Source: an optimization exercise on an open RTL-to-GDS flow (aim: small area and a short achievable clock period). Production flows keep margins and buffers that such runs may drop. The RTL was checked by simulation tests, not by an equivalence proof against the original design. Power is estimated from default activity; no workload was simulated.

==> design.v <==
module rf_aoi3( a1, a2, b1, b2, c1, c2, y );
	input a1, a2, b1, b2, c1, c2;
	output y;
	assign y = ~( ( a1 & a2 ) | ( b1 & b2 ) | ( c1 & c2 ) );
endmodule
module rf_rdbit( d, s, y );
	input [31:1] d, s;
	output y;
	wire [10:0] t;
	genvar k;
	generate
		for ( k = 0; k < 10; k = k + 1 ) begin : g
			rf_aoi3 u( .a1(d[3*k+1]), .a2(s[3*k+1]), .b1(d[3*k+2]), .b2(s[3*k+2]), .c1(d[3*k+3]), .c2(s[3*k+3]), .y(t[k]) );
		end
	endgenerate
	assign t[10] = ~( d[31] & s[31] );
	assign y = ~&t;
endmodule
module rf_2r1w( clk, we, wn, wd, rn1, rn2, rd1, rd2 );
	input clk, we;
	input [4:0] wn, rn1, rn2;
	input [31:0] wd;
	output [31:0] rd1, rd2;
	reg [31:0] r [31:1];
	always @( posedge clk ) begin
		if ( we )
			r[wn] <= wd;
	end
	reg [31:1] s1, s2;
	integer i;
	always @* begin
		for ( i = 1; i < 32; i = i + 1 ) begin
			s1[i] = ( rn1 == i );
			s2[i] = ( rn2 == i );
		end
	end
	genvar b, j;
	generate
		for ( b = 0; b < 32; b = b + 1 ) begin : gb
			wire [31:1] col;
			for ( j = 1; j < 32; j = j + 1 ) begin : c
				assign col[j] = r[j][b];
			end
			rf_rdbit p1( .d(col), .s(s1), .y(rd1[b]) );
			rf_rdbit p2( .d(col), .s(s2), .y(rd2[b]) );
		end
	endgenerate
endmodule
module mips_single( clk, rst, imem_addr, imem_rdata, dmem_addr, dmem_wdata, dmem_re, dmem_we, dmem_rdata,
                    rf_we, rf_waddr, rf_wdata );
	input clk, rst;
	output [31:0] imem_addr;
	input  [31:0] imem_rdata;
	output [31:0] dmem_addr, dmem_wdata;
	output dmem_re, dmem_we;
	input  [31:0] dmem_rdata;
	output rf_we;
	output [4:0] rf_waddr;
	output [31:0] rf_wdata;
	reg  [31:2] pc;
	wire [31:2] pc4 = pc + 30'd1;
	reg         m_taken;
	reg  [31:0] m_alu;
	always @( posedge clk ) begin
		if ( rst )
			pc <= 30'd0;
		else
			pc <= m_taken ? m_alu[31:2] : pc4;
	end
	assign imem_addr = { pc, 2'b00 };
	reg [31:0] d_ins;
	reg [31:2] d_pc4;
	reg        d_v;
	always @( posedge clk ) begin
		d_ins <= imem_rdata;
		d_pc4 <= pc4;
		d_v   <= ~rst;
	end
	wire [5:0]  op  = d_ins[31:26];
	wire [4:0]  rs  = d_ins[25:21];
	wire [4:0]  rt  = d_ins[20:16];
	wire [4:0]  rd  = d_ins[15:11];
	wire [15:0] imm = d_ins[15:0];
	wire [5:0]  fn  = d_ins[5:0];
	wire i_r   = ~( op[5] | op[3] | op[2] | op[1] );   
	wire i_lw  = op[5] & ~op[3];                       
	wire i_sw  = op[5] &  op[3];                       
	wire i_ori = op[3] & ~op[5];                       
	wire i_br  = op[2] & ~op[3];                       
	wire i_j   = op[1] & ~op[5];                       
	wire [4:0] wn   = i_r ? rd : rt;
	wire       wr   = d_v & ( i_r | i_ori | i_lw ) & ( wn != 5'd0 );
	wire c_sll = i_r & ~fn[5];
	wire c_log = ( i_r & fn[2] ) | i_ori;
	wire c_or  = fn[0] | i_ori;
	wire c_slt = i_r & fn[3];
	wire c_sub = ( i_r & fn[1] ) | i_br;
	wire c_imm = i_ori | op[5];
	wire c_ext = imm[15] & ~i_ori;
	wire c_jb  = i_br | i_j;
	wire [31:2] b_tgt  = d_pc4 + { {14{imm[15]}}, imm };
	wire [31:2] target = i_j ? { d_pc4[31:28], d_ins[25:0] } : b_tgt;
	wire [31:0] rd1, rd2;
	reg         w_we;
	reg  [4:0]  w_n;
	reg  [31:0] w_data;
	rf_2r1w RF( .clk(clk), .we(w_we), .wn(w_n), .wd(w_data), .rn1(rs), .rn2(rt), .rd1(rd1), .rd2(rd2) );
	wire [31:0] bsel = c_imm ? { {16{c_ext}}, imm } : rd2;
	wire [31:0] bop  = bsel ^ {32{c_sub}};
	reg [31:0] e_a, e_b, e_bop;
	reg [4:0]  e_sh;
	reg        e_cin, e_sll, e_or, e_arith, e_slt, e_jb, e_bne;
	reg [31:2] e_target;
	reg [4:0]  e_wn;
	reg        e_we, e_lw, e_sw, e_br, e_j;
	always @( posedge clk ) begin
		e_a <= rd1;
		e_b <= rd2;
		e_bop <= bop;
		e_sh <= imm[10:6];
		e_cin <= c_sub;
		e_sll <= c_sll;
		e_or  <= c_or;
		e_arith <= ~( c_sll | c_log | c_slt | c_jb );
		e_slt <= c_slt;
		e_jb  <= c_jb;
		e_bne <= op[0];
		e_target <= target;
		e_wn <= wn;
		if ( rst ) begin
			e_we <= 1'b0; e_lw <= 1'b0; e_sw <= 1'b0; e_br <= 1'b0; e_j <= 1'b0;
		end else begin
			e_we <= wr; e_lw <= d_v & i_lw; e_sw <= d_v & i_sw; e_br <= d_v & i_br; e_j <= d_v & i_j;
		end
	end
	wire [32:0] sum33 = { e_a, 1'b1 } + { e_bop, e_cin };
	wire [31:0] sum   = sum33[32:1];
	wire [31:0] shl   = e_b << e_sh;
	wire [31:0] logv  = e_or ? ( e_a | e_bop ) : ( e_a & e_bop );
	wire [31:0] other = e_jb ? { e_target, 2'b00 } : e_sll ? shl : e_slt ? 32'd0 : logv;
	wire        eq    = &( e_a ^ e_bop );
	wire        taken = e_j | ( e_br & ( eq ^ e_bne ) );
	wire [31:0] res   = e_arith ? sum : { other[31:1], other[0] | ( e_slt & sum[31] ) };
	reg [31:0] m_sd;
	reg [4:0]  m_wn;
	reg        m_we, m_lw, m_sw;
	always @( posedge clk ) begin
		m_alu <= res;
		m_sd  <= e_b;
		m_wn <= e_wn;
		if ( rst ) begin
			m_we <= 1'b0; m_lw <= 1'b0; m_sw <= 1'b0; m_taken <= 1'b0;
		end else begin
			m_we <= e_we; m_lw <= e_lw; m_sw <= e_sw; m_taken <= taken;
		end
	end
	assign dmem_addr  = m_alu;
	assign dmem_wdata = m_sd;
	assign dmem_re    = m_lw;
	assign dmem_we    = m_sw;
	always @( posedge clk ) begin
		w_data <= m_lw ? dmem_rdata : m_alu;
		w_n <= m_wn;
		if ( rst )
			w_we <= 1'b0;
		else
			w_we <= m_we;
	end
	assign rf_we    = w_we;
	assign rf_waddr = w_n;
	assign rf_wdata = w_data;
endmodule
==> flow/run.sh <==
#!/bin/bash
# Standard ORFS layout (the standard.sh, synthesis unchanged), with:
#  - timing repair aimed below the 15 ns clock (setup margin), so the achieved
#    period is pushed towards what the design's IO paths allow;
#  - port buffers made from buf_2 cells instead of the default choice.
# Each make step's full output is in orfs/logs; the make output is in flow_make.log.
set -euo pipefail
bash standard.sh \
  SETUP_SLACK_MARGIN=10.85 \
  "BUFFER_PORTS_ARGS=-buffer_cell sky130_fd_sc_hd__buf_2" \
  finish > flow_make.log 2>&1
==> standard.sh <==
#!/bin/bash
# synth_recipe.tcl (not shown) runs the flow's synth.tcl, then flattens the netlist and writes it again
# the make line also repeats each setting of config.mk as NAME=value (left out here)
make -C /OpenROAD-flow-scripts/flow DESIGN_CONFIG=/design/flow/config.mk WORK_HOME=/design/flow/orfs CLKGATE_MAP_FILE= SYNTH_SCRIPT=/design/flow/synth_recipe.tcl "${@:-finish}"
==> config.mk <==
export PLATFORM = sky130hd
export DESIGN_NAME = mips_single
export DESIGN_NICKNAME = mips_single
export VERILOG_FILES = /design/flow/design.v
export SDC_FILE = /design/flow/constraint.sdc
export NUM_CORES = 4
export LEC_CHECK = 0
export CAP_MARGIN = 20
export CORE_MARGIN = 2
export CORE_UTILIZATION = 50
export CTS_CLUSTER_DIAMETER = 80
export CTS_CLUSTER_SIZE = 20
export PLACE_DENSITY = 0.6
export SLEW_MARGIN = 20
export SYNTH_HIERARCHICAL = 1
export SYNTH_MINIMUM_KEEP_SIZE = 0
==> constraint.sdc <==
create_clock -name core_clock -period 15.0 [get_ports {clk}]
set_input_delay 3.0000 -clock core_clock [delete_from_list [all_inputs] [get_ports {clk}]]
set_output_delay 3.0000 -clock core_clock [all_outputs]
set_load 0.01 [all_outputs]
==> results of run 1 <==
==> Yosys stat by module, one instance, submodules excluded <==
module | copies in the design | area (um2) | cells
mips_single | 1 | 16100 | 1680
rf_2r1w | 1 | 30400 | 1130
rf_aoi3 | 640 | 10.0 | 1
rf_rdbit | 64 | 27.5 | 4
==> state kept, by name, summed over array words and instances (netlist names), 5 cells and up <==
signal    cells
pc           30
e_target     30
w_n           5
RF.r        992
e_bop        32
d_pc4        30
d_ins        31
e_a          32
w_data       32
m_alu        32
e_b          32
m_sd         32
m_wn          5
e_wn          5
e_sh          5
==> stage by stage <==
step	instances	instance area, um2
floorplan	3707	54700
global placement	5358	58600
detailed placement	5358	58600
CTS	5641	64100
global route	5657	64300
finish	5661	64300
==> layout make-up <==
| cell class | instances | share of cell area (%) |
|---|---|---|
| Inverter | 102 | 0.596 |
| Timing Repair Buffer | 494 | 7.68 |
| Tap cell | 1414 | 2.75 |
| Antenna cell | 9 | 0.0350 |
| Sequential cell | 1343 | 57.8 |
| Multi-Input combinational cell | 2169 | 27.5 |
| Clock inverter | 12 | 0.193 |
| Clock buffer | 118 | 3.47 |
==> synth_stat cells (13+ instances only) <==
master	count	area (um2)
nor3_1	31	155
a211oi_1	19	143
mux2i_1	69	691
nand2_1	191	717
xnor2_1	46	403
ha_1	94	1180
mux4_2	27	608
nor2b_1	35	219
a2111o_1	65	732
a222oi_1	640	6410
clkbuf_1	70	263
nor2_1	220	826
xor2_1	62	543
a21oi_1	124	621
dfxtp_1	351	7030
edfxtp_1	992	29800
buf_1	13	48.8
nand2b_1	20	125
mux2_2	48	541
o22ai_1	17	106
inv_1	100	375
o21ai_0	85	425
nand4_1	142	888
nand3_1	31	155
a21o_1	15	113
==> placed cells by master (no fill, tap or decap), types with 15 or more instances in the layout <==
cell         n
mux4_2      27
buf_2       79
mux2_2      48
buf_6      122
a2111o_1    65
nand4_1    142
buf_4      240
dfxtp_2     46
buf_12      24
clkbuf_1    33
o22ai_1     17
o21ai_0     85
nor2b_1     34
inv_1      100
xor2_1      62
nor2_1     126
ha_1        94
dfxtp_1    229
edfxtp_1   992
nand2_1    191
nor2_2      37
a222oi_1   640
nand3_1     31
nor2_4      57
a21oi_1    124
dfxtp_4     76
a21o_1      15
bufbuf_16   25
a211oi_1    19
xnor2_1     46
nor3_1      31
nand2b_1    20
clkbuf_16   83
mux2i_1     69
==> kinds of logic (layout without fill, tap and decap cells) <==
| kind of cell | count (synthesis) | count (layout) | synth area share [%] |
|---|---|---|---|
| fa+ha+maj | 96 | 96 | 2.22 |
| buf+inv | 195 | 726 | 1.37 |
| xor+xnor | 108 | 108 | 1.73 |
| other cells | 1 | 11 | 0.00686 |
| compound gates | 1074 | 1074 | 17.3 |
| mux | 144 | 144 | 3.36 |
| flops | 1343 | 1343 | 67.3 |
| simple gates | 745 | 745 | 6.68 |
==> routing by layer <==
metal	routed length [um]	global-route usage [%]	vias up
met5	111	0	-
met3	30600	12.3	723
met4	16700	24.0	18
li1	-	-	17000
met2	97900	58.9	3294
met1	75200	47.6	20800
==> worst min-delay path by stage <==
stage / start / to / slack (ns) / cells past startpoint
floorplan: d_ins[26] / e_bne / 0.31 / 0
global placement: m_wn[4] / w_n[4] / 0.31 / 0
detailed placement: m_wn[4] / w_n[4] / 0.31 / 0
CTS: m_wn[0] / w_n[0] / 0.33 / 0
global route: m_wn[0] / w_n[0] / 0.33 / 0
finish: m_wn[0] / w_n[0] / 0.33 / 0
==> critical path: stages, from the launching register on <==
cell and delay (ns):
dfxtp_4 0.36, buf_12 0.15, buf_6 0.12
==> power by group <==
group          switching, uW  internal (uW)  total (uW)  leakage [uW]
registers                155           4380        4530        0.0119
clock network           1250           1040        2290       0.00114
logic                   1090            753        1850       0.00956
total                   2490           6170        8670        0.0226
==> timing repair <==
item	CTS	global route
setup endpoints to repair	119	124
hold buffers	0	0
gates resized for setup	387	11
gates cloned	25	0
setup buffers	128	10
==> impl_results.rst, run 1 <==
.. list-table::
   :header-rows: 1

   * - Metric
     - Value
   * - Result of the run
     - finished clean
   * - Via density
     - 7.39
   * - Wire length of the first global-routing pass
     - 301 mm
   * - Post-route core utilization
     - 59.1%
   * - Final-layout worst hold slack
     - 0.328 ns
   * - Pin count of the biggest net entering global routing
     - 61
   * - Capturing element type of the critical path
     - output pin
   * - Post-detailed-route count of antenna-violating nets
     - 0
   * - FMAX
     - 230 MHz
   * - First-iteration detailed-routing DRC count
     - 8749
   * - DR WL/cell
     - 38.9 um
   * - Synthesized area
     - 0.0547 mm2
   * - Count of pins over their slew limit
     - 0
   * - Estimated wirelength of the detail-placed design
     - 128 mm
   * - Total GRT Usage
     - 38.5%
   * - Gpl congestion
     - 0.955
   * - Post-synthesis sequential area ratio
     - 67.3%
   * - Total via count after detailed routing
     - 41800
   * - Depth of the worst register-to-register path
     - 8
   * - Type of the worst min-delay path
     - register to register
   * - Final-report hold violation count
     - 0
   * - Post-Syn Area per Cell
     - 14.8 um2
   * - Kind of launch point of the worst setup path
     - register
   * - CP Data Arrival Time
     - 1.34 ns
   * - Number of remaining DRC errors
     - 0
   * - Clock buffer count from CTS
     - 80
   * - Final layout net count
     - 4352
   * - Worst rel slew slack
     - 28.2%
   * - Critical-path maximum fanout
     - 2
   * - Number of core rows
     - 121
   * - Worst setup timing slack at the placement stage
     - 10.59 ns
   * - Die Wd
     - 335 um
   * - Register cell area after layout
     - 0.0372 mm2
   * - Effective utilization at floorplan
     - 50.3%
   * - Count of state elements after synthesis
     - 1343
   * - Total setup violations reported at the end of the flow
     - 0
   * - Number of buffer cells added on primary ports
     - 198
   * - Capture point of the critical path
     - rf_wdata[23]
   * - Clock sink total
     - 1343
   * - Actual slew at the worst max-slew pin
     - 1.07 ns
   * - Worst skew pair latency
     - 0.71 ns
   * - Area Growth Syn to Fin
     - 17.5%
   * - Vias in the first global route
     - 39400
   * - R2R Path End
     - e_bop[8]
   * - Setup slack of the critical path after layout
     - 10.66 ns
   * - Global route total overflow
     - 0
   * - H-Tree Depth
     - 3
   * - Gate count after technology mapping
     - 3706
   * - Clock tree from TritonCTS
     - done
   * - Area of the core
     - 0.109 mm2
   * - Share of layout cells above drive strength 1
     - 21.6%
   * - Number of antenna violations at the first check in global routing
     - 17
   * - Final Critical Period
     - 4.34 ns
   * - P_leak
     - 0.0226 uW
   * - R2R Setup Slk
     - 11.28 ns
   * - I/O pins
     - 202
   * - RSZ-0062 raised after global routing
     - true
   * - Die ar.
     - 0.112 mm2
   * - Routed wire length
     - 220 mm
   * - Worst reg2reg startpoint
     - d_ins[17]
   * - First drt pass iteration count
     - 14
   * - Count of maximum capacitance violations
     - 0
   * - Maximum VDD drop
     - 0.000111 V
   * - Setup TNS Final
     - 0 ns
   * - Count of filler cells inserted in the layout
     - 8546
   * - Distinct cells, synth
     - 79
   * - Max Clock Skew
     - 0.0324 ns
   * - Worst path required time
     - 12.00 ns
   * - Count of flip-flops with a built-in enable after synthesis
     - 992
   * - WS Path Type
     - register to output pin
   * - Height of the die
     - 335 um
   * - Buffers from clock root to sink, at most
     - 3
   * - Worst setup path startpoint
     - w_data[23]
   * - CTS clk-pin slew, worst paths
     - 0.09 ns
   * - Total number of yosys warnings
     - 8
   * - Total chip power
     - 8670 uW
   * - Async S/R FF share, synth
     - 0%
   * - Synth Flop Type
     - edfxtp_1
   * - Power per cell area
     - 135 mW/mm2
   * - Footprint of the multi-input gates
     - 0.0176 mm2
   * - Share of the clock period used by the worst path after layout
     - 29.0%
   * - Clock tree root buffer cell
     - clkbuf_16
==> run 2, diff against run 1 <==
==> flow/run.sh (replaced) <==
#!/bin/bash
# Standard ORFS layout (the standard.sh, synthesis unchanged), with:
#  - timing repair aimed below the 15 ns clock (setup margin), so the achieved
#    period is pushed towards what the design's IO paths allow;
#  - port buffers made from buf_2 cells instead of the default choice;
#  - clock tree with larger sink clusters and no dummy balancing loads.
# Each make step's full output is in orfs/logs; the make output is in flow_make.log.
set -euo pipefail
bash standard.sh \
  SETUP_SLACK_MARGIN=10.85 \
  "BUFFER_PORTS_ARGS=-buffer_cell sky130_fd_sc_hd__buf_2" \
  "CTS_ARGS=-sink_clustering_enable -repair_clock_nets -sink_clustering_size 20 -sink_clustering_max_diameter 80 -dont_use_dummy_load" \
  finish > flow_make.log 2>&1
--- a/config.mk
+++ b/config.mk
@@ -8,8 +8,6 @@
 export CAP_MARGIN = 20
 export CORE_MARGIN = 2
-export CORE_UTILIZATION = 50
-export CTS_CLUSTER_DIAMETER = 80
-export CTS_CLUSTER_SIZE = 20
-export PLACE_DENSITY = 0.6
+export CORE_UTILIZATION = 60
+export PLACE_DENSITY = 0.65
 export SLEW_MARGIN = 20
 export SYNTH_HIERARCHICAL = 1
==> impl_results.rst, run 2 <==
.. list-table::
   :header-rows: 1

   * - Metric
     - Value
   * - Critical-path maximum fanout
     - 2
   * - Die ar.
     - 0.0936 mm2
   * - Kind of launch point of the worst setup path
     - register
   * - Number of antenna violations at the first check in global routing
     - 27
   * - Count of filler cells inserted in the layout
     - 6035
   * - Synth area leader
     - edfxtp_1
   * - Final cell count without fillers
     - 5349
   * - Area of the core
     - 0.0901 mm2
   * - Hold buffer count at cts
     - 0
   * - Clock sink total
     - 1343
   * - Setup TNS Final
     - 0 ns
   * - Final layout net count
     - 4329
   * - Cell type of the slowest stage on the worst timing path
     - dfxtp_4
   * - Final-report hold violation count
     - 0
   * - Area share of the leading cell type in the synthesized netlist
     - 54.5%
   * - Via density
     - 8.02
   * - Post-Syn Area per Cell
     - 14.8 um2
   * - Most common library cell in the layout ignoring fill and taps
     - edfxtp_1
   * - CP max stage delay
     - 0.37 ns
   * - Final Critical Period
     - 4.32 ns
   * - Register with the most flip-flops
     - RF.r
   * - Estimated wirelength of the detail-placed design
     - 126 mm
   * - Gpl congestion
     - 0.955
   * - Wire length of the first global-routing pass
     - 298 mm
   * - Complex-gate fraction of the synthesized area
     - 17.3%
   * - Post-synthesis sequential area ratio
     - 67.3%
   * - Buffers from clock root to sink, at most
     - 3
   * - Critical-path cell list
     - buf_12, buf_6
   * - Height of the die
     - 306 um
   * - Synth Flop Type
     - edfxtp_1
   * - Total number of yosys warnings
     - 8
   * - I/O pins
     - 202
   * - Type of the worst min-delay path
     - register to register
   * - Most used standard cells in the synthesized netlist
     - 992 x edfxtp_1, 640 x a222oi_1, 351 x dfxtp_1
   * - Combinational family with the most area after synthesis
     - compound AO/OA/AOI/OAI gates
   * - Result of the run
     - finished clean
   * - Clock tree from TritonCTS
     - done
   * - First-iteration detailed-routing DRC count
     - 11100
   * - RSZ-0062 raised after global routing
     - true
   * - Count of pins over their slew limit
     - 0
   * - Adder-cell area share of the yosys netlist
     - 2.22%
   * - H-Tree Depth
     - 3
   * - WS Path Type
     - register to output pin
   * - Share of layout cells above drive strength 1
     - 20.6%
   * - Die Wd
     - 306 um
   * - Count of state elements after synthesis
     - 1343
   * - Effective utilization at floorplan
     - 60.7%
   * - Max Clock Skew
     - 0.0988 ns
   * - First drt pass iteration count
     - 17
   * - Flip-flop count of the largest register, all copies and words added
     - 992
   * - Total setup violations reported at the end of the flow
     - 0
   * - Clock buffer count from CTS
     - 79
   * - Distinct cells, synth
     - 79
   * - Area Growth Syn to Fin
     - 15.0%
   * - Global route total overflow
     - 0
   * - Share of the clock period used by the worst path after layout
     - 28.8%
   * - Capturing element type of the critical path
     - output pin
   * - Pin count of the biggest net entering global routing
     - 61
   * - Area post-placement
     - 0.0581 mm2
   * - Worst path required time
     - 12.00 ns
   * - FMAX
     - 231 MHz
   * - Count of maximum capacitance violations
     - 0
   * - Async S/R FF share, synth
     - 0%
   * - P_leak
     - 0.0222 uW
   * - Total GRT Usage
     - 45.3%
   * - CTS clk-pin slew, worst paths
     - 0.08 ns
   * - Area of all placed cells without fillers
     - 0.0629 mm2
   * - Gate count after technology mapping
     - 3706
   * - Number of remaining DRC errors
     - 0
   * - Synthesized area
     - 0.0547 mm2
   * - CP Data Arrival Time
     - 1.32 ns
   * - Share of synthesized area spent on multiplexers
     - 3.36%
   * - Routed wire length
     - 217 mm
   * - Post-placement cell count
     - 5112
   * - Actual slew at the worst max-slew pin
     - 1.31 ns
   * - Post-detailed-route count of antenna-violating nets
     - 0
   * - Number of core rows
     - 110
   * - DR WL/cell
     - 40.6 um
   * - Leading cell types by total area after synthesis
     - edfxtp_1 54%, dfxtp_1 13%, a222oi_1 12%, ha_1 2.2%, nand4_1 1.6%
   * - Worst rel slew slack
     - 11.7%
   * - Post-Synth XOR/XNOR Area
     - 1.73%
   * - Total via count after detailed routing
     - 42900
   * - Power per cell area
     - 134 mW/mm2
   * - Post-synthesis simple-gate area fraction
     - 6.68%
   * - Clock tree root buffer cell
     - clkbuf_16
   * - Commonest cells after routing, fill and taps aside
     - 992 x edfxtp_1, 640 x a222oi_1, 244 x dfxtp_1, 222 x buf_4, 191 x nand2_1
   * - Maximum VDD drop
     - 0.000105 V
   * - Count of flip-flops with a built-in enable after synthesis
     - 992
   * - Vias in the first global route
     - 40600
   * - Worst skew pair latency
     - 0.71 ns
   * - Number of buffer cells added on primary ports
     - 198
   * - Top-count cell post-synth
     - edfxtp_1
[run 2: final timing paths]
path                  endpoint  startpoint  slack [ns]  cells past startpoint
hold / removal          w_n[0]     m_wn[0]        0.33                      0
setup / recovery  rf_wdata[26]  w_data[26]       10.68                      2
hold reg to reg         w_n[0]     m_wn[0]        0.33                      0
setup reg to reg      m_alu[6]     e_sh[1]       11.11                      6
[run 2: kinds of logic after synthesis]
group	Yosys count
DFF	1343
AOI/OAI and AO/OA	1074
and+or+nand+nor	745
buffers and inverters	195
muxes	144
xor gates and xnor gates	108
adders and majority gates	96
other	1
[run 2: power by group]
group          internal, uW  switching (uW)  total, uW
clock network           936            1160       2090
logic                   688            1090       1770
registers              4370             162       4540
[run 2: final cells by class]
type / instances / area (um2) / share of cell area [%]
multi-input cells: 2169 / 17500 / 27.9
clock buffers: 79 / 1980 / 3.15
repair buffers: 472 / 4370 / 6.96
well taps: 1176 / 1470 / 2.34
flip-flops and latches: 1343 / 37100 / 59.0
diodes: 8 / 20.0 / 0.0318
inverters: 102 / 383 / 0.609
[run 2: worst max-delay path, delay by kind of cell, from the launching register on]
kind                   cells  cell delay, ns
DFF                        1            0.37
buffers and inverters      2            0.24
[run 2: repair_timing]
action | CTS | global route
gates resized for setup | 296 | 22
setup buffers | 121 | 8
gates cloned | 20 | 0
endpoints found under the setup margin | 98 | 82
[run 2: stage by stage]
stage	hold WS (ns)	setup WS, ns	util, %	power, uW
final	0.329	10.68	69.7	8410
after global placement	0.314	10.59	64.5	5790
after CTS	0.330	10.62	69.5	8280
after global routing	0.336	10.66	69.7	8560
after detailed placement	0.313	10.54	64.5	5820
after floorplan	0.310	11.26	-	5170
[run 2: layer usage]
metal  wire, um  track usage, %
met1      66300            53.8
met2      95300            69.1
met3      36300            17.6
met4      19100            29.1
met5        272            1.09
[run 2: modules after synthesis (local to each module, per instance)]
module	times used	cells	flip-flops and latches
rf_2r1w	1	1130	992
mips_single	1	1680	351
rf_rdbit	64	4	0
rf_aoi3	640	1	0
==> run 3, diff against run 2 <==
--- a/design.v
+++ b/design.v
@@ -1,2 +1,8 @@
+module rf_cell( clk, d, s, h, q );
+	input clk, d, s, h;
+	output reg q;
+	always @( posedge clk )
+		q <= ( d & s ) | ( q & h );
+endmodule
 module rf_aoi3( a1, a2, b1, b2, c1, c2, y );
 	input a1, a2, b1, b2, c1, c2;
@@ -22,13 +28,10 @@
 	input [31:0] wd;
 	output [31:0] rd1, rd2;
-	reg [31:0] r [31:1];
-	always @( posedge clk ) begin
-		if ( we )
-			r[wn] <= wd;
-	end
-	reg [31:1] s1, s2;
+	reg [31:1] ws, wh, s1, s2;
 	integer i;
 	always @* begin
 		for ( i = 1; i < 32; i = i + 1 ) begin
+			ws[i] = we & ( wn == i );
+			wh[i] = ~ws[i];
 			s1[i] = ( rn1 == i );
 			s2[i] = ( rn2 == i );
@@ -39,6 +42,6 @@
 		for ( b = 0; b < 32; b = b + 1 ) begin : gb
 			wire [31:1] col;
-			for ( j = 1; j < 32; j = j + 1 ) begin : c
-				assign col[j] = r[j][b];
+			for ( j = 1; j < 32; j = j + 1 ) begin : r
+				rf_cell u( .clk(clk), .d(wd[b]), .s(ws[j]), .h(wh[j]), .q(col[j]) );
 			end
 			rf_rdbit p1( .d(col), .s(s1), .y(rd1[b]) );
@@ -95,25 +98,26 @@
 	wire c_or  = fn[0] | i_ori;
 	wire c_slt = i_r & fn[3];
-	wire c_sub = ( i_r & fn[1] ) | i_br;
-	wire c_imm = i_ori | op[5];
+	wire c_sub = i_r & fn[1];
+	wire c_imm = i_ori | op[5] | i_br | i_j;
 	wire c_ext = imm[15] & ~i_ori;
 	wire c_jb  = i_br | i_j;
-	wire [31:2] b_tgt  = d_pc4 + { {14{imm[15]}}, imm };
-	wire [31:2] target = i_j ? { d_pc4[31:28], d_ins[25:0] } : b_tgt;
+	wire [31:0] a_pc = { d_pc4[31:28], i_j ? 26'd0 : d_pc4[27:2], 2'b00 };
+	wire [31:0] immv = i_j ? { 4'd0, d_ins[25:0], 2'b00 } :
+	                   i_br ? { {14{imm[15]}}, imm, 2'b00 } : { {16{c_ext}}, imm };
 	wire [31:0] rd1, rd2;
 	reg         w_we;
 	reg  [4:0]  w_n;
-	reg  [31:0] w_data;
-	rf_2r1w RF( .clk(clk), .we(w_we), .wn(w_n), .wd(w_data), .rn1(rs), .rn2(rt), .rd1(rd1), .rd2(rd2) );
-	wire [31:0] bsel = c_imm ? { {16{c_ext}}, imm } : rd2;
+	reg  [31:0] w_data, rw_data_n;
+	rf_2r1w RF( .clk(clk), .we(w_we), .wn(w_n), .wd(~rw_data_n), .rn1(rs), .rn2(rt), .rd1(rd1), .rd2(rd2) );
+	wire [31:0] bsel = c_imm ? immv : rd2;
+	wire        eq   = ( rd1 == rd2 );
 	wire [31:0] bop  = bsel ^ {32{c_sub}};
 	reg [31:0] e_a, e_b, e_bop;
 	reg [4:0]  e_sh;
-	reg        e_cin, e_sll, e_or, e_arith, e_slt, e_jb, e_bne;
-	reg [31:2] e_target;
+	reg        e_cin, e_sll, e_or, e_arith, e_slt, e_eq, e_bne;
 	reg [4:0]  e_wn;
 	reg        e_we, e_lw, e_sw, e_br, e_j;
 	always @( posedge clk ) begin
-		e_a <= rd1;
+		e_a <= c_jb ? a_pc : rd1;
 		e_b <= rd2;
 		e_bop <= bop;
@@ -122,9 +126,8 @@
 		e_sll <= c_sll;
 		e_or  <= c_or;
-		e_arith <= ~( c_sll | c_log | c_slt | c_jb );
+		e_arith <= ~( c_sll | c_log | c_slt );
 		e_slt <= c_slt;
-		e_jb  <= c_jb;
+		e_eq  <= eq;
 		e_bne <= op[0];
-		e_target <= target;
 		e_wn <= wn;
 		if ( rst ) begin
@@ -138,11 +141,12 @@
 	wire [31:0] shl   = e_b << e_sh;
 	wire [31:0] logv  = e_or ? ( e_a | e_bop ) : ( e_a & e_bop );
-	wire [31:0] other = e_jb ? { e_target, 2'b00 } : e_sll ? shl : e_slt ? 32'd0 : logv;
-	wire        eq    = &( e_a ^ e_bop );
-	wire        taken = e_j | ( e_br & ( eq ^ e_bne ) );
+	wire [31:0] other = e_sll ? shl : e_slt ? 32'd0 : logv;
+	wire        taken = e_j | ( e_br & ( e_eq ^ e_bne ) );
 	wire [31:0] res   = e_arith ? sum : { other[31:1], other[0] | ( e_slt & sum[31] ) };
 	reg [31:0] m_sd;
 	reg [4:0]  m_wn;
 	reg        m_we, m_lw, m_sw;
+	reg        m_ld_n;   
+	wire       m_ld = ~m_ld_n;
 	always @( posedge clk ) begin
 		m_alu <= res;
@@ -150,7 +154,7 @@
 		m_wn <= e_wn;
 		if ( rst ) begin
-			m_we <= 1'b0; m_lw <= 1'b0; m_sw <= 1'b0; m_taken <= 1'b0;
+			m_we <= 1'b0; m_lw <= 1'b0; m_sw <= 1'b0; m_taken <= 1'b0; m_ld_n <= 1'b1;
 		end else begin
-			m_we <= e_we; m_lw <= e_lw; m_sw <= e_sw; m_taken <= taken;
+			m_we <= e_we; m_lw <= e_lw; m_sw <= e_sw; m_taken <= taken; m_ld_n <= ~e_lw;
 		end
 	end
@@ -159,6 +163,8 @@
 	assign dmem_re    = m_lw;
 	assign dmem_we    = m_sw;
+	wire [31:0] wdata = m_ld ? dmem_rdata : m_alu;
 	always @( posedge clk ) begin
-		w_data <= m_lw ? dmem_rdata : m_alu;
+		w_data <= wdata;
+		rw_data_n <= ~wdata;
 		w_n <= m_wn;
 		if ( rst )
==> flow/run.sh (replaced) <==
#!/bin/bash
# Standard ORFS layout (the standard.sh, synthesis unchanged), with:
#  - timing repair aimed below the 15 ns clock (setup margin), so the achieved
#    period is pushed towards what the design's IO paths allow;
#  - port buffers made from buf_2 cells instead of the default choice.
# Each make step's full output is in orfs/logs; the make output is in flow_make.log.
set -euo pipefail
bash standard.sh \
  SETUP_SLACK_MARGIN=10.7 \
  "BUFFER_PORTS_ARGS=-buffer_cell sky130_fd_sc_hd__buf_2" \
  finish > flow_make.log 2>&1
--- a/config.mk
+++ b/config.mk
@@ -8,6 +8,8 @@
 export CAP_MARGIN = 20
 export CORE_MARGIN = 2
-export CORE_UTILIZATION = 60
-export PLACE_DENSITY = 0.65
+export CORE_UTILIZATION = 50
+export CTS_CLUSTER_DIAMETER = 80
+export CTS_CLUSTER_SIZE = 20
+export PLACE_DENSITY = 0.6
 export SLEW_MARGIN = 20
 export SYNTH_HIERARCHICAL = 1
==> impl_results.rst, run 3 <==
.. list-table::
   :header-rows: 1

   * - Metric
     - Value
   * - Most common library cell in the layout ignoring fill and taps
     - dfxtp_1
   * - Pin count of the biggest net entering global routing
     - 68
   * - Total via count after detailed routing
     - 49600
   * - Number of core rows
     - 119
   * - CP Data Arrival Time
     - 5.14 ns
   * - Power per cell area
     - 115 mW/mm2
   * - Actual slew at the worst max-slew pin
     - 1.35 ns
   * - WP buf/inv
     - 1
   * - Synth Flop Type
     - dfxtp_1
   * - Synthesized area
     - 0.0530 mm2
   * - Post-Syn Area per Cell
     - 11.2 um2
   * - Worst path most repeated cell
     - nand4_1
   * - Depth of the worst register-to-register path
     - 10
   * - Height of the die
     - 330 um
   * - Worst reg2reg startpoint
     - d_ins[22]
   * - DR WL/cell
     - 37.0 um
   * - Routed wire length
     - 240 mm
   * - RSZ-0062 raised after global routing
     - true
   * - Critical-path maximum fanout
     - 32
   * - Maximum VDD drop
     - 0.000142 V
   * - Post-route core utilization
     - 56.6%
   * - Count of filler cells inserted in the layout
     - 9094
   * - Clock tree from TritonCTS
     - done
   * - Sw Pwr
     - 1920 uW
   * - Comb pwr share
     - 10.9%
   * - Count of pins over their slew limit
     - 0
   * - Distinct cells, synth
     - 74
   * - Top-count cell post-synth
     - dfxtp_1
   * - Share of layout cells above drive strength 1
     - 12.7%
   * - Number of antenna violations at the first check in global routing
     - 18
   * - Hold Crit Endpoint
     - w_n[3]
   * - Kind of launch point of the worst setup path
     - register
   * - Via density
     - 7.64
   * - Critical-path cell list
     - nand2b_4, nor2_2, buf_4, a222oi_1, nand4_1, a2111o_1, xor2_1, nor4_1, nand4_1, nor2_1
   * - Number of buffer cells added on primary ports
     - 198
   * - Sequential group share of total power
     - 57.0%
   * - Estimated wirelength of the detail-placed design
     - 143 mm
   * - Met2 usage
     - 60.1%
   * - R2R Setup Slk
     - 10.43 ns
   * - Met3 Usage GRT
     - 15.2%
   * - Share of the clock period used by the worst path after layout
     - 30.4%
   * - Final Critical Period
     - 4.57 ns
   * - Area Growth Syn to Fin
     - 12.3%
   * - Die Wd
     - 330 um
   * - Synth area leader
     - dfxtp_1
   * - Worst path required time
     - 15.57 ns
   * - Cell type of the slowest stage on the worst timing path
     - a2111o_1
   * - Die ar.
     - 0.109 mm2
   * - Total number of yosys warnings
     - 9
   * - Cell-internal power
     - 4940 uW
   * - Post-synthesis sequential area ratio
     - 50.8%
   * - CTS clk-pin slew, worst paths
     - 0.09 ns
   * - Capturing element type of the critical path
     - register
   * - Share of total power consumed by net switching
     - 28.0%
   * - Area of the core
     - 0.105 mm2
   * - Footprint of the multi-input gates
     - 0.0257 mm2
   * - Wire length of the first global-routing pass
     - 337 mm
   * - Async S/R FF share, synth
     - 0%
   * - Post-detailed-route count of antenna-violating nets
     - 0
   * - Final layout net count
     - 5225
   * - Clock buffer count from CTS
     - 77
   * - Count of state elements after synthesis
     - 1346
   * - Total setup violations reported at the end of the flow
     - 0
   * - Flip-flop count of the largest register, all copies and words added
     - 992
   * - Hold buffer count at cts
     - 0
   * - Buffers from clock root to sink, at most
     - 3
   * - Total GRT Usage
     - 42.5%
   * - Global route total overflow
     - 0
   * - Effective utilization at floorplan
     - 50.4%
   * - Final-report hold violation count
     - 0
   * - Gpl congestion
     - 0.983
   * - Number of remaining DRC errors
     - 0
   * - Vias in the first global route
     - 45900
   * - Count of maximum capacitance violations
     - 0
   * - First drt pass iteration count
     - 14
   * - WS Path Type
     - register to register
   * - Most used standard cells in the synthesized netlist
     - 1346 x dfxtp_1, 992 x a22o_1, 640 x a222oi_1
   * - FMAX
     - 219 MHz
   * - Met1 Use GR
     - 55.3%
   * - Top delay family on crit path
     - simple AND/OR/NAND/NOR gates
   * - Commonest cells after routing, fill and taps aside
     - 1302 x dfxtp_1, 992 x a22o_1, 640 x a222oi_1, 278 x nand2_1, 196 x buf_2
   * - Cell depth of the worst min-delay path
     - 0
   * - Leading cell types by total area after synthesis
     - dfxtp_1 51%, a22o_1 16%, a222oi_1 12%, nand2_1 2.0%, nand4_1 1.7%
   * - H-Tree Depth
     - 3
   * - Clock sink total
     - 1346
   * - Clock tree root buffer cell
     - clkbuf_16
   * - Gate count after technology mapping
     - 4753
   * - R2R Path End
     - e_eq
   * - First-iteration detailed-routing DRC count
     - 9970
   * - CP max stage delay
     - 0.74 ns
   * - Max Clock Skew
     - 0.0412 ns
   * - Clock share of power
     - 32.1%
   * - I/O pins
     - 202
   * - Worst skew pair latency
     - 0.71 ns
   * - Area share of the leading cell type in the synthesized netlist
     - 50.8%
   * - Result of the run
     - finished clean
   * - GRT Max-Usage Layer
     - met2
   * - Worst rel slew slack
     - 9.92%
   * - Worst Hold Launch
     - m_wn[3]
   * - Register cell area after layout
     - 0.0270 mm2
   * - Type of the worst min-delay path
     - register to register
   * - Setup TNS Final
     - 0 ns
   * - Count of flip-flops with a built-in enable after synthesis
     - 0
   * - Register with the most flip-flops
     - RF.gb.r.u.q
   * - P_leak
     - 0.0235 uW
==> run 3: cell types whose count changed after synthesis, moves of 44 or more <==
cell	previous run	this run
inv_1	100	152
dfxtp_1	351	1346
nand2_1	191	280
a22o_1	0	992
edfxtp_1	992	0
o21ai_0	85	41
==> run 3: cell type report <==
class                           count  share of cell area [%]
Inverter                          152                   0.958
Multi-Input combinational cell   3153                    43.2
Antenna cell                        4                  0.0168
Tap cell                         1391                    2.92
Clock inverter                      5                   0.111
Timing Repair Buffer              363                    4.07
Clock buffer                       82                    3.37
Sequential cell                  1346                    45.4
==> run 3: kinds of logic (layout without fill, tap and decap cells) <==
kind of cell	Yosys count	in the layout	synth area share (%)
XOR/XNOR	119	119	1.97
AND/OR/NAND/NOR	797	802	7.17
flip-flops	1346	1346	50.8
multiplexers	115	115	2.52
adder cells (fa/ha/maj)	66	66	1.57
AO/OA/AOI/OAI	2049	2049	34.0
buffers and inverters	260	602	1.91
other	1	6	0.00707
==> run 3: how the worst max path moves through the flow <==
stage / startpoint / to / slack, ns / cells past startpoint
floorplan: rst / pc[25] / 11.23 / 4
global placement: d_ins[17] / e_eq / 10.38 / 10
detailed placement: d_ins[17] / e_eq / 10.46 / 10
CTS: pc[21] / imem_addr[21] / 10.70 / 1
global route: d_ins[22] / e_eq / 10.69 / 10
finish: d_ins[22] / e_eq / 10.43 / 10
==> run 3: per-layer routing <==
layer  part of all wire, %  wire length [um]
met2                    41             97600
met5                 0.056               135
met3                    14             34700
met4                   7.1             17000
met1                    38             90700
==> run 3: per-module statistics from Yosys, one instance, submodules excluded <==
| module | area (um2) | flops+latches |
|---|---|---|
| mips_single | 15400 | 354 |
| rf_2r1w | 912 | 0 |
| rf_rdbit | 27.5 | 0 |
| rf_cell | 28.8 | 1 |
| rf_aoi3 | 10.0 | 0 |
==> run 3: repair_timing <==
action                     CTS  global route
pin swaps                    6             5
hold endpoints to repair     0             0
gates resized for setup     40            20
setup endpoints to repair   22            10
buffers inserted             4             0
gates cloned                 5             0
==> run 3: power by group through the flow <==
| stage | Sequential, uW | Combinational, uW | Clock, uW |
|---|---|---|---|
| after floorplan | 3940 | 387 | 0 |
| after global placement | 3980 | 701 | 0 |
| after detailed placement | 3980 | 706 | 0 |
| after CTS | 3900 | 715 | 2210 |
| after global routing | 3930 | 776 | 2320 |
| final | 3910 | 747 | 2200 |
==> run 3: per-stage QoR <==
step | cells | power [uW] | instance area (um2) | hold slack [ns] | worst slack [ns]
CTS | 6485 | 6820 | 59300 | 0.328 | 10.70
detailed placement | 6389 | 4690 | 57100 | 0.312 | 10.46
floorplan | 4754 | 4330 | 53000 | 0.310 | 11.23
global placement | 6384 | 4680 | 57000 | 0.314 | 10.38
finish | 6496 | 6860 | 59500 | 0.327 | 10.43
global route | 6493 | 7020 | 59500 | 0.340 | 10.69
==> run 4, diff against run 3 <==
==> flow/run.sh (replaced) <==
#!/bin/bash
# Standard ORFS layout (the standard.sh, synthesis unchanged), with:
#  - timing repair aimed below the 15 ns clock (setup margin), so the achieved
#    period is pushed towards what the design's IO paths allow;
#  - port buffers made from buf_1 cells instead of the default choice;
#  - clock tree with larger sink clusters and no dummy balancing loads.
# Each make step's full output is in orfs/logs; the make output is in flow_make.log.
set -euo pipefail
bash standard.sh \
  SETUP_SLACK_MARGIN=10.7 \
  "BUFFER_PORTS_ARGS=-buffer_cell sky130_fd_sc_hd__buf_1" \
  "CTS_ARGS=-sink_clustering_enable -repair_clock_nets -sink_clustering_size 20 -sink_clustering_max_diameter 80 -dont_use_dummy_load" \
  finish > flow_make.log 2>&1
--- a/config.mk
+++ b/config.mk
@@ -8,8 +8,6 @@
 export CAP_MARGIN = 20
 export CORE_MARGIN = 2
-export CORE_UTILIZATION = 50
-export CTS_CLUSTER_DIAMETER = 80
-export CTS_CLUSTER_SIZE = 20
-export PLACE_DENSITY = 0.6
+export CORE_UTILIZATION = 60
+export PLACE_DENSITY = 0.65
 export SLEW_MARGIN = 20
 export SYNTH_HIERARCHICAL = 1
==> impl_results.rst, run 4 <==
.. list-table::
   :header-rows: 1

   * - Metric
     - Value
   * - Result of the run
     - finished clean
   * - Total chip power
     - 6740 uW
   * - Effective utilization at floorplan
     - 60.3%
   * - Maximum VDD drop
     - 0.000119 V
   * - Count of filler cells inserted in the layout
     - 7014
   * - Global route total overflow
     - 0
   * - Final layout net count
     - 5225
   * - Vias in the first global route
     - 46100
   * - Final cell count without fillers
     - 6262
   * - Die Wd
     - 301 um
   * - Area of the core
     - 0.0880 mm2
   * - P_leak
     - 0.0228 uW
   * - Worst skew pair latency
     - 0.68 ns
   * - Type of the worst min-delay path
     - register to register
   * - Kind of launch point of the worst setup path
     - register
   * - Post-Syn Area per Cell
     - 11.2 um2
   * - Via density
     - 8.02
   * - First drt pass iteration count
     - 14
   * - Flip-flop count of the largest register, all copies and words added
     - 992
   * - WS Path Type
     - register to register
   * - Async S/R FF share, synth
     - 0%
   * - Die ar.
     - 0.0908 mm2
   * - Commonest cells after routing, fill and taps aside
     - 1321 x dfxtp_1, 992 x a22o_1, 640 x a222oi_1, 277 x nand2_1, 190 x buf_1
   * - H-Tree Depth
     - 3
   * - Actual slew at the worst max-slew pin
     - 1.25 ns
   * - Distinct cells, synth
     - 74
   * - RSZ-0062 raised after global routing
     - true
   * - Setup TNS Final
     - 0 ns
   * - Count of state elements after synthesis
     - 1346
   * - Leading cell types by total area after synthesis
     - dfxtp_1 51%, a22o_1 16%, a222oi_1 12%, nand2_1 2.0%, nand4_1 1.7%
   * - Top-count cell post-synth
     - dfxtp_1
   * - DR WL/cell
     - 36.3 um
   * - Critical-path maximum fanout
     - 32
   * - Clock buffer count from CTS
     - 77
   * - First-iteration detailed-routing DRC count
     - 11400
   * - Most common library cell in the layout ignoring fill and taps
     - dfxtp_1
   * - Gpl congestion
     - 0.987
   * - Synth area leader
     - dfxtp_1
   * - Setup slack of the critical path after layout
     - 10.52 ns
   * - Final-report hold violation count
     - 0
   * - Clock sink total
     - 1346
   * - Number of antenna violations at the first check in global routing
     - 17
   * - Count of maximum capacitance violations
     - 0
   * - Number of buffer cells added on primary ports
     - 198
   * - Share of layout cells above drive strength 1
     - 8.43%
   * - Worst rel slew slack
     - 16.2%
   * - Hold buffer count at cts
     - 0
   * - Estimated wirelength of the detail-placed design
     - 137 mm
   * - DR WL met2
     - 91.4 mm
   * - Post-synthesis sequential area ratio
     - 50.8%
   * - Power per cell area
     - 115 mW/mm2
   * - Pin count of the biggest net entering global routing
     - 68
   * - Total GRT Usage
     - 47.8%
   * - Synthesized area
     - 0.0530 mm2
   * - Most used standard cells in the synthesized netlist
     - 1346 x dfxtp_1, 992 x a22o_1, 640 x a222oi_1
   * - Total via count after detailed routing
     - 50200
   * - Buffers from clock root to sink, at most
     - 3
   * - Wire length of the first global-routing pass
     - 321 mm
   * - Total setup violations reported at the end of the flow
     - 0
   * - Clock tree root buffer cell
     - clkbuf_16
   * - Routed length on met3
     - 38.1 mm
   * - Post-detailed-route count of antenna-violating nets
     - 0
   * - Worst setup timing slack at the placement stage
     - 10.65 ns
   * - Gate count after technology mapping
     - 4753
   * - Total number of yosys warnings
     - 9
   * - Share of the clock period used by the worst path after layout
     - 29.9%
   * - Area Growth Syn to Fin
     - 10.9%
   * - Height of the die
     - 301 um
   * - Post-route core utilization
     - 66.8%
   * - CP Data Arrival Time
     - 5.04 ns
   * - Routed wire length
     - 227 mm
   * - Capturing element type of the critical path
     - register
   * - Post-placement cell count
     - 6160
   * - Register with the most flip-flops
     - RF.gb.r.u.q
   * - Count of pins over their slew limit
     - 0
   * - Number of core rows
     - 109
   * - FMAX
     - 223 MHz
   * - Worst path required time
     - 15.56 ns
   * - Final Critical Period
     - 4.48 ns
   * - Number of remaining DRC errors
     - 0
   * - Wire length on met1
     - 80.3 mm
   * - Area share of the leading cell type in the synthesized netlist
     - 50.8%
   * - Clock tree from TritonCTS
     - done
   * - Count of flip-flops with a built-in enable after synthesis
     - 0
   * - Max Clock Skew
     - 0.0495 ns
   * - Synth Flop Type
     - dfxtp_1
   * - Uppermost signal routing layer after detailed routing
     - met5
   * - I/O pins
     - 202
   * - CTS clk-pin slew, worst paths
     - 0.08 ns
-- run 4: cell counts after synthesis --
Identical to the previous run, type by type.
-- run 4: cell type report --
class | count | area (um2) | area share (%)
sequential | 1346 | 27000 | 45.9
multi-input combinational | 3148 | 25600 | 43.5
timing repair buffer | 368 | 2250 | 3.82
clock buffer | 77 | 1930 | 3.28
tap | 1165 | 1460 | 2.48
inverter | 152 | 571 | 0.970
antenna | 6 | 15.0 | 0.0255
-- run 4: cells by family after synthesis --
kind of cell	Yosys count	share of synthesized area [%]
xor gates and xnor gates	119	1.97
adders and majority gates	66	1.57
buffers and inverters	260	1.91
AOI/OAI and AO/OA	2049	34.0
other	1	0.00707
and+or+nand+nor	797	7.17
DFF	1346	50.8
muxes	115	2.52
-- run 4: Yosys stat by module (local to each module, per instance) --
| module | times used | flip-flops and latches |
|---|---|---|
| rf_2r1w | 1 | 0 |
| rf_cell | 992 | 1 |
| rf_aoi3 | 640 | 0 |
| mips_single | 1 | 354 |
| rf_rdbit | 64 | 0 |
-- run 4: path summary, 6_finish.rpt --
| path | cells past startpoint | startpoint | to | slack, ns |
|---|---|---|---|---|
| hold reg to reg | 0 | e_wn[2] | m_wn[2] | 0.33 |
| setup reg to reg | 10 | d_ins[23] | e_eq | 10.52 |
| hold / removal | 0 | e_wn[2] | m_wn[2] | 0.33 |
| setup / recovery | 10 | d_ins[23] | e_eq | 10.52 |
-- run 4: power breakdown --
part           leakage, uW  internal [uW]  switching (uW)  total (uW)
clock             0.000949            916            1190        2110
sequential          0.0109           3750             152        3900
combinational       0.0109            215             515         730
total               0.0228           4880            1860        6740
-- run 4: worst max-delay path, cell delays in order (launching register included) --
cell and delay [ns]:
dfxtp_1 0.70, or3b_1 0.40, nor2_4 0.04, buf_4 0.33
a222oi_1 0.56, nand4_1 0.49, a2111o_1 0.61, xor2_1 0.28
nor4_1 0.51, nand4_1 0.15, nor2_1 0.27
-- run 4: timing repair --
| item | CTS | global route |
|---|---|---|
| pin swaps | 0 | 6 |
| setup endpoints to repair | 12 | 7 |
| endpoints found under the hold margin | 0 | 0 |
| setup buffers | 3 | 5 |
| resized for setup | 28 | 14 |
-- run 4: metrics by stage --
stage	cell area (um2)	hold slack [ns]
after floorplan	53000	0.310
after global placement	56400	0.313
after detailed placement	56500	0.312
after CTS	58500	0.330
after global routing	58800	0.336
final	58800	0.331
-- run 4: layer usage --
layer	GRT usage, %	vias to the layer above
met5	1.38	-
met4	29.1	24
met3	18.7	1001
met2	67.0	4506
met1	61.5	24000
li1	-	20700
==> run 5, diff against run 4 <==
--- a/design.v
+++ b/design.v
@@ -1,2 +1,22 @@
+module add32_sk( a, b, cin, sum );
+	input  [31:0] a, b;
+	input         cin;
+	output [31:0] sum;
+	reg [31:0] g, p, c;
+	integer l, i;
+	always @* begin
+		g = a & b;
+		p = a ^ b;
+		g[0] = g[0] | ( p[0] & cin );
+		for ( l = 1; l < 32; l = l * 2 )
+			for ( i = 0; i < 32; i = i + 1 )
+				if ( ( i / l ) % 2 == 1 ) begin
+					g[i] = g[i] | ( p[i] & g[( i / l ) * l - 1] );
+					p[i] = p[i] & p[( i / l ) * l - 1];
+				end
+		c = { g[30:0], cin };
+	end
+	assign sum = a ^ b ^ c;
+endmodule
 module rf_cell( clk, d, s, h, q );
 	input clk, d, s, h;
@@ -111,9 +131,15 @@
 	rf_2r1w RF( .clk(clk), .we(w_we), .wn(w_n), .wd(~rw_data_n), .rn1(rs), .rn2(rt), .rd1(rd1), .rd2(rd2) );
 	wire [31:0] bsel = c_imm ? immv : rd2;
-	wire        eq   = ( rd1 == rd2 );
+	reg  [7:0]  eqp;
+	integer q;
+	always @* begin
+		for ( q = 0; q < 8; q = q + 1 )
+			eqp[q] = ( rd1[4*q +: 4] == rd2[4*q +: 4] );
+	end
 	wire [31:0] bop  = bsel ^ {32{c_sub}};
 	reg [31:0] e_a, e_b, e_bop;
 	reg [4:0]  e_sh;
-	reg        e_cin, e_sll, e_or, e_arith, e_slt, e_eq, e_bne;
+	reg        e_cin, e_sll, e_or, e_arith, e_slt, e_bne;
+	reg [7:0]  e_eqp;
 	reg [4:0]  e_wn;
 	reg        e_we, e_lw, e_sw, e_br, e_j;
@@ -128,5 +154,5 @@
 		e_arith <= ~( c_sll | c_log | c_slt );
 		e_slt <= c_slt;
-		e_eq  <= eq;
+		e_eqp <= eqp;
 		e_bne <= op[0];
 		e_wn <= wn;
@@ -137,10 +163,10 @@
 		end
 	end
-	wire [32:0] sum33 = { e_a, 1'b1 } + { e_bop, e_cin };
-	wire [31:0] sum   = sum33[32:1];
+	wire [31:0] sum;
+	add32_sk ADD( .a(e_a), .b(e_bop), .cin(e_cin), .sum(sum) );
 	wire [31:0] shl   = e_b << e_sh;
 	wire [31:0] logv  = e_or ? ( e_a | e_bop ) : ( e_a & e_bop );
 	wire [31:0] other = e_sll ? shl : e_slt ? 32'd0 : logv;
-	wire        taken = e_j | ( e_br & ( e_eq ^ e_bne ) );
+	wire        taken = e_j | ( e_br & ( ( &e_eqp ) ^ e_bne ) );
 	wire [31:0] res   = e_arith ? sum : { other[31:1], other[0] | ( e_slt & sum[31] ) };
 	reg [31:0] m_sd;
--- a/flow/run.sh
+++ b/flow/run.sh
@@ -8,5 +8,5 @@
 set -euo pipefail
 bash standard.sh \
-  SETUP_SLACK_MARGIN=10.7 \
+  SETUP_SLACK_MARGIN=10.8 \
   "BUFFER_PORTS_ARGS=-buffer_cell sky130_fd_sc_hd__buf_1" \
   "CTS_ARGS=-sink_clustering_enable -repair_clock_nets -sink_clustering_size 20 -sink_clustering_max_diameter 80 -dont_use_dummy_load" \
==> impl_results.rst, run 5 <==
.. list-table::
   :header-rows: 1

   * - Metric
     - Value
   * - R2R Setup Slk
     - 10.63 ns
   * - Top-count cell post-synth
     - dfxtp_1
   * - Number of remaining DRC errors
     - 0
   * - Count of pins over their slew limit
     - 0
   * - First-iteration detailed-routing DRC count
     - 10100
   * - Worst Hold Launch
     - d_ins[26]
   * - Clock buffer count from CTS
     - 77
   * - Actual slew at the worst max-slew pin
     - 1.25 ns
   * - Clock tree from TritonCTS
     - done
   * - Sequential group share of total power
     - 58.5%
   * - Global route total overflow
     - 0
   * - Synth area leader
     - dfxtp_1
   * - Clock sink total
     - 1353
   * - Register with the most flip-flops
     - RF.gb.r.u.q
   * - Total number of yosys warnings
     - 10
   * - Effective utilization at floorplan
     - 60.3%
   * - Count of filler cells inserted in the layout
     - 6710
   * - Total GRT Usage
     - 47.4%
   * - Share of layout cells above drive strength 1
     - 11.1%
   * - Count of flip-flops with a built-in enable after synthesis
     - 0
   * - Worst skew pair latency
     - 0.68 ns
   * - Area post-placement
     - 0.0555 mm2
   * - Area of all placed cells without fillers
     - 0.0580 mm2
   * - Gate count after technology mapping
     - 4485
   * - Share of the clock period used by the worst path after layout
     - 29.1%
   * - H-Tree Depth
     - 3
   * - Area Growth Syn to Fin
     - 11.5%
   * - Number of buffer cells added on primary ports
     - 198
   * - Most used standard cells in the synthesized netlist
     - 1353 x dfxtp_1, 993 x a22o_1, 641 x a222oi_1
   * - Post-placement cell count
     - 5903
   * - Distinct cells, synth
     - 83
   * - Gpl congestion
     - 0.999
   * - Height of the die
     - 299 um
   * - Area share of the leading cell type in the synthesized netlist
     - 52.0%
   * - Number of antenna violations at the first check in global routing
     - 15
   * - Post-synthesis sequential area ratio
     - 52.0%
   * - Depth of the worst register-to-register path
     - 8
   * - Post-Syn Area per Cell
     - 11.6 um2
   * - Sw Pwr
     - 1800 uW
   * - Total via count after detailed routing
     - 48500
   * - FMAX
     - 229 MHz
   * - Comb pwr share
     - 10.1%
   * - Vias in the first global route
     - 45700
   * - I/O pins
     - 202
   * - Clock tree root buffer cell
     - clkbuf_16
   * - Die Wd
     - 299 um
   * - Estimated wirelength of the detail-placed design
     - 132 mm
   * - Final-report hold violation count
     - 0
   * - Cell depth of the worst min-delay path
     - 0
   * - Total setup violations reported at the end of the flow
     - 0
   * - Register cell area after layout
     - 0.0272 mm2
   * - Type of the worst min-delay path
     - register to register
   * - Clock share of power
     - 31.4%
   * - Critical-path maximum fanout
     - 32
   * - Maximum VDD drop
     - 0.000116 V
   * - Synthesized area
     - 0.0521 mm2
   * - Max Clock Skew
     - 0.0603 ns
   * - DR WL/cell
     - 36.8 um
   * - P_leak
     - 0.0226 uW
   * - Final cell count without fillers
     - 6009
   * - First drt pass iteration count
     - 15
   * - Count of maximum capacitance violations
     - 0
   * - Post-detailed-route count of antenna-violating nets
     - 0
   * - Area of the core
     - 0.0863 mm2
   * - Worst setup path startpoint
     - d_ins[20]
   * - Worst reg2reg startpoint
     - d_ins[20]
   * - Capturing element type of the critical path
     - register
   * - Worst path required time
     - 15.50 ns
   * - Number of core rows
     - 108
   * - Power per cell area
     - 115 mW/mm2
   * - CTS clk-pin slew, worst paths
     - 0.08 ns
   * - Async S/R FF share, synth
     - 0%
   * - Die ar.
     - 0.0891 mm2
   * - Kind of launch point of the worst setup path
     - register
   * - Final Critical Period
     - 4.37 ns
   * - Pin count of the biggest net entering global routing
     - 61
   * - Cell-internal power
     - 4890 uW
   * - WS Path Type
     - register to register
   * - Commonest cells after routing, fill and taps aside
     - 1293 x dfxtp_1, 993 x a22o_1, 641 x a222oi_1, 263 x nand2_1, 165 x buf_4
   * - Routed wire length
     - 221 mm
   * - Synth Flop Type
     - dfxtp_1
   * - Flip-flop count of the largest register, all copies and words added
     - 992
   * - Most common library cell in the layout ignoring fill and taps
     - dfxtp_1
   * - Final layout net count
     - 4953
   * - Buffers from clock root to sink, at most
     - 3
   * - Via density
     - 8.07
   * - Setup TNS Final
     - 0 ns
   * - Wire length of the first global-routing pass
     - 314 mm
   * - RSZ-0062 raised after global routing
     - true
   * - Leading cell types by total area after synthesis
     - dfxtp_1 52%, a22o_1 17%, a222oi_1 12%, nand2_1 1.9%, nand4_1 1.7%
   * - Count of state elements after synthesis
     - 1353
   * - Hold Crit Endpoint
     - e_bne
   * - Worst rel slew slack
     - 16.8%
   * - CP Data Arrival Time
     - 4.86 ns
   * - Share of total power consumed by net switching
     - 26.9%
   * - Footprint of the multi-input gates
     - 0.0246 mm2
   * - Result of the run
     - finished clean
   * - R2R Path End
     - e_eqp[3]
run 5: cell types whose count changed after synthesis, moves of 34 or more:
| cell | previous run | this run |
|---|---|---|
| inv_1 | 152 | 105 |
| nor2_1 | 224 | 146 |
| o21ai_0 | 41 | 7 |
| mux2i_1 | 86 | 47 |
| a21oi_1 | 157 | 96 |
| ha_1 | 65 | 30 |
run 5: timing repair:
item,CTS,global route
hold buffers,0,0
gates resized for setup,91,46
pin swaps,0,1
setup buffers,6,8
setup endpoints to repair,82,45
run 5: layout make-up:
cell class,count,area share [%]
sequential,1353,46.9
inverter,108,0.701
antenna,5,0.0216
multi-input combinational,2936,42.4
tap,1155,2.49
clock buffer,77,3.32
timing repair buffer,375,4.14
run 5: through the flow:
step	setup WS [ns]	hold slack (ns)	utilization, %	total power, uW
finish	10.63	0.335	67.2	6700
CTS	10.52	0.334	66.7	6640
detailed placement	9.81	0.315	64.3	4620
floorplan	11.33	0.310	-	4310
global placement	9.87	0.313	64.2	4610
global route	10.79	0.339	67.2	6840
run 5: power by group through the flow:
stage               combinational, uW  clock, uW  sequential, uW
floorplan                         355          0            3960
global placement                  623          0            3990
detailed placement                630          0            3990
CTS                               638       2090            3910
global route                      695       2210            3930
finish                            676       2100            3920
run 5: worst max path at each step:
stage,end,depth (start not counted)
global route,rf_waddr[3],1
floorplan,pc[18],4
CTS,rf_waddr[3],1
finish,e_eqp[3],8
global placement,e_sw,3
detailed placement,e_sw,3
run 5: kinds of logic (layout without fill, tap and decap cells):
logic type	after synthesis	count (layout)	synth area share [%]
AOI/OAI and AO/OA	1959	1959	33.9
DFF	1353	1353	52.0
and+or+nand+nor	701	701	6.63
buffers and inverters	197	560	1.52
xor gates and xnor gates	116	116	1.95
muxes	90	90	2.44
adders and majority gates	68	68	1.57
other	1	7	0.00720
run 5: per-module statistics from Yosys, one instance, submodules excluded:
module       times used  cells inside  cell area, um2
rf_cell             992             2            28.8
mips_single           1          1262           13200
rf_2r1w               1           188             912
add32_sk              1           155            1280
rf_aoi3             640             1            10.0
rf_rdbit             64             4            27.5
run 5: critical path, cell delays in order (launching register included):
cell	delay (ns)
dfxtp_1	0.83
nand2b_1	0.61
nor2_2	0.09
buf_4	0.33
a222oi_1	0.38
nand4_1	0.62
a2111o_1	0.67
xor2_1	0.19
nor4_1	0.43
run 5: routing by layer:
metal  share of wire, %  routed length [um]  global-route usage [%]
met5               0.14                 317                    1.53
met4                7.4               16400                    30.3
met3                 16               35300                    18.3
met2                 41               91000                    67.4
met1                 35               78100                    59.9
==> run 6, diff against run 5 <==
--- a/design.v
+++ b/design.v
@@ -126,8 +126,8 @@
 	                   i_br ? { {14{imm[15]}}, imm, 2'b00 } : { {16{c_ext}}, imm };
 	wire [31:0] rd1, rd2;
-	reg         w_we;
-	reg  [4:0]  w_n;
+	reg         w_we, rw_we_n;
+	reg  [4:0]  w_n, rw_n_n;
 	reg  [31:0] w_data, rw_data_n;
-	rf_2r1w RF( .clk(clk), .we(w_we), .wn(w_n), .wd(~rw_data_n), .rn1(rs), .rn2(rt), .rd1(rd1), .rd2(rd2) );
+	rf_2r1w RF( .clk(clk), .we(~rw_we_n), .wn(~rw_n_n), .wd(~rw_data_n), .rn1(rs), .rn2(rt), .rd1(rd1), .rd2(rd2) );
 	wire [31:0] bsel = c_imm ? immv : rd2;
 	reg  [7:0]  eqp;
@@ -194,8 +194,12 @@
 		rw_data_n <= ~wdata;
 		w_n <= m_wn;
-		if ( rst )
+		rw_n_n <= ~m_wn;
+		if ( rst ) begin
 			w_we <= 1'b0;
-		else
+			rw_we_n <= 1'b1;
+		end else begin
 			w_we <= m_we;
+			rw_we_n <= ~m_we;
+		end
 	end
 	assign rf_we    = w_we;
==> impl_results.rst, run 6 <==
.. list-table::
   :header-rows: 1

   * - Metric
     - Value
   * - Count of filler cells inserted in the layout
     - 6800
   * - Area post-placement
     - 0.0559 mm2
   * - Clock sink total
     - 1359
   * - Share of the clock period used by the worst path after layout
     - 28.0%
   * - Count of pins over their slew limit
     - 0
   * - WP buf/inv
     - 1
   * - Count of state elements after synthesis
     - 1359
   * - R2R Path End
     - e_eqp[3]
   * - Clock share of power
     - 31.4%
   * - Buffers from clock root to sink, at most
     - 3
   * - First drt pass iteration count
     - 13
   * - Worst rel slew slack
     - 15.6%
   * - DR WL/cell
     - 37.2 um
   * - Share of layout cells above drive strength 1
     - 11.0%
   * - Sw Pwr
     - 1820 uW
   * - Cell-internal power
     - 4930 uW
   * - Register with the most flip-flops
     - RF.gb.r.u.q
   * - Vias in the first global route
     - 45900
   * - Number of core rows
     - 108
   * - Cell depth of the worst min-delay path
     - 0
   * - Worst skew pair latency
     - 0.69 ns
   * - Synth area leader
     - dfxtp_1
   * - Actual slew at the worst max-slew pin
     - 1.26 ns
   * - Area of the core
     - 0.0868 mm2
   * - Post-synthesis sequential area ratio
     - 51.9%
   * - Clock buffer count from CTS
     - 78
   * - Post-Syn Area per Cell
     - 11.6 um2
   * - Capturing element type of the critical path
     - register
   * - Synth Flop Type
     - dfxtp_1
   * - Maximum VDD drop
     - 0.000111 V
   * - Number of antenna violations at the first check in global routing
     - 16
   * - Sequential group share of total power
     - 58.3%
   * - Max Clock Skew
     - 0.0670 ns
   * - Async S/R FF share, synth
     - 0%
   * - Routed wire length
     - 225 mm
   * - CP Data Arrival Time
     - 4.75 ns
   * - WS Path Type
     - register to register
   * - Pin count of the biggest net entering global routing
     - 59
   * - Effective utilization at floorplan
     - 60.5%
   * - R2R Setup Slk
     - 10.79 ns
   * - H-Tree Depth
     - 3
   * - Area of all placed cells without fillers
     - 0.0583 mm2
   * - Final Critical Period
     - 4.21 ns
   * - Total setup violations reported at the end of the flow
     - 0
   * - Worst setup timing slack at the placement stage
     - 9.82 ns
   * - CP max stage delay
     - 0.69 ns
   * - P_leak
     - 0.0228 uW
   * - Global route total overflow
     - 0
   * - Total via count after detailed routing
     - 49300
   * - CTS clk-pin slew, worst paths
     - 0.08 ns
   * - Area share of the leading cell type in the synthesized netlist
     - 51.9%
   * - Worst path required time
     - 15.54 ns
   * - Worst reg2reg startpoint
     - d_ins[17]
   * - Final layout net count
     - 5001
   * - Total GRT Usage
     - 48.0%
   * - Gpl congestion
     - 0.973
   * - Clock tree root buffer cell
     - clkbuf_16
   * - Count of maximum capacitance violations
     - 0
   * - Result of the run
     - finished clean
   * - Hold Crit Endpoint
     - e_bne
   * - Share of total power consumed by net switching
     - 27.0%
   * - Most used standard cells in the synthesized netlist
     - 1359 x dfxtp_1, 992 x a22o_1, 641 x a222oi_1
   * - Gate count after technology mapping
     - 4540
   * - Comb pwr share
     - 10.3%
   * - Number of buffer cells added on primary ports
     - 198
   * - Power per cell area
     - 116 mW/mm2
   * - Wire length of the first global-routing pass
     - 319 mm
   * - Worst Hold Launch
     - d_ins[26]
   * - Final-layout worst hold slack
     - 0.331 ns
   * - Final-report hold violation count
     - 0
   * - Setup TNS Final
     - 0 ns
-- run 6: cell count changes in the layout (fill, tap and decap cells not counted), moves of 9 or more --
cell and change:
o21ai_0 +9, inv_1 +10, buf_6 +11, xnor2_1 +10, xor2_1 -10, a21oi_1 +12
nand2_1 -15, mux2i_1 +14, nor2_1 +19
-- run 6: timing repair --
| item | CTS | global route |
|---|---|---|
| setup endpoints to repair | 88 | 35 |
| resized for setup | 121 | 29 |
| setup buffers | 11 | 6 |
-- run 6: cell type report --
| type | instances | area (um2) | share of cell area, % |
|---|---|---|---|
| multi-input cells | 2972 | 24800 | 42.6 |
| well taps | 1155 | 1450 | 2.48 |
| diodes | 4 | 10.0 | 0.0172 |
| inverters | 118 | 445 | 0.764 |
| flip-flops and latches | 1359 | 27300 | 46.8 |
| repair buffers | 370 | 2330 | 3.99 |
| clock buffers | 78 | 1950 | 3.35 |
-- run 6: cell families after synthesis --
group,after synthesis,share of synthesized area (%)
other cells,1,0.00715
mux,107,2.75
simple gates,708,6.66
fa+ha+maj,67,1.54
flops,1359,51.9
buf+inv,210,1.62
xor+xnor,116,1.94
compound gates,1972,33.6
-- run 6: routing by layer --
| metal | routed length [um] | GRT usage [%] |
|---|---|---|
| met5 | 299 | 1.32 |
| met4 | 18000 | 30.3 |
| met3 | 36600 | 19.0 |
| met2 | 91600 | 68.1 |
| met1 | 78900 | 60.8 |
-- run 6: per-module statistics from Yosys, one instance, submodules excluded --
module       cell area [um2]  flops+latches  cells
rf_rdbit                27.5              0      4
rf_cell                 28.8              1      2
mips_single            13500            367   1317
add32_sk                1280              0    155
rf_aoi3                 10.0              0      1
rf_2r1w                  912              0    188
-- run 6: power by group through the flow --
stage	Sequential [uW]	Clock (uW)	Combinational, uW
final	3930	2120	695
after global routing	3950	2230	715
after CTS	3920	2100	656
after detailed placement	4010	0	641
after global placement	4000	0	627
after floorplan	3970	0	359
-- run 6: worst max path at each step --
stage                     startpoint             to  slack [ns]  depth (start not counted)
after detailed placement         rst           e_sw        9.82                          3
after global placement           rst           e_sw        9.83                          3
after CTS                  m_alu[28]  dmem_addr[28]       10.80                          1
after floorplan                  rst         pc[17]       11.33                          4
final                      d_ins[17]       e_eqp[3]       10.79                          8
after global routing        m_alu[3]   dmem_addr[3]       10.79                          1
-- run 6: metrics by stage --
step	power [uW]	util, %	cells
3_5_place_dp	4650	64.4	5953
2_1_floorplan	4330	-	4541
5_1_grt	6890	67.2	6052
4_1_cts	6680	67.0	6042
6_report	6750	67.2	6056
3_3_place_gp	4630	64.3	5948

-- separate check: timing with driven ports --
Ports are ideal in the flow. The routed layouts listed here were re-timed in OpenROAD.
Step 1, drivers: a clkbuf_16 drives clk and a buf_2 each remaining input, both assumed.
Step 2 adds t to the input delays and takes it off the output delays; t is the mean of the earliest and latest rising clock arrival at the registers after step 1. Input paths then give back, and output paths get back, about the clock's delay inside the block.
Slacks: ideal / step 1 / step 2; pairs: ideal / step 1.
run	t, ns	slack for setup (ns)	latest minus earliest clock arrival (ns)
run 1	0.776	10.658 / 10.578 / 10.840	0.035 / 0.035
run 2	0.740	10.678 / 10.601 / 10.695	0.099 / 0.099
run 3	0.774	10.434 / 10.434 / 10.434	0.045 / 0.046
run 4	0.730	10.518 / 10.518 / 10.518	0.064 / 0.064
run 5	0.726	10.635 / 10.635 / 10.212	0.064 / 0.063
run 6	0.730	10.794 / 10.739 / 10.599	0.069 / 0.070
After both steps setup and hold are still met in every run listed. For run 5, which loses most, drivers alone change the setup slack by 0.000 ns; drivers and shift together by -0.423 ns.
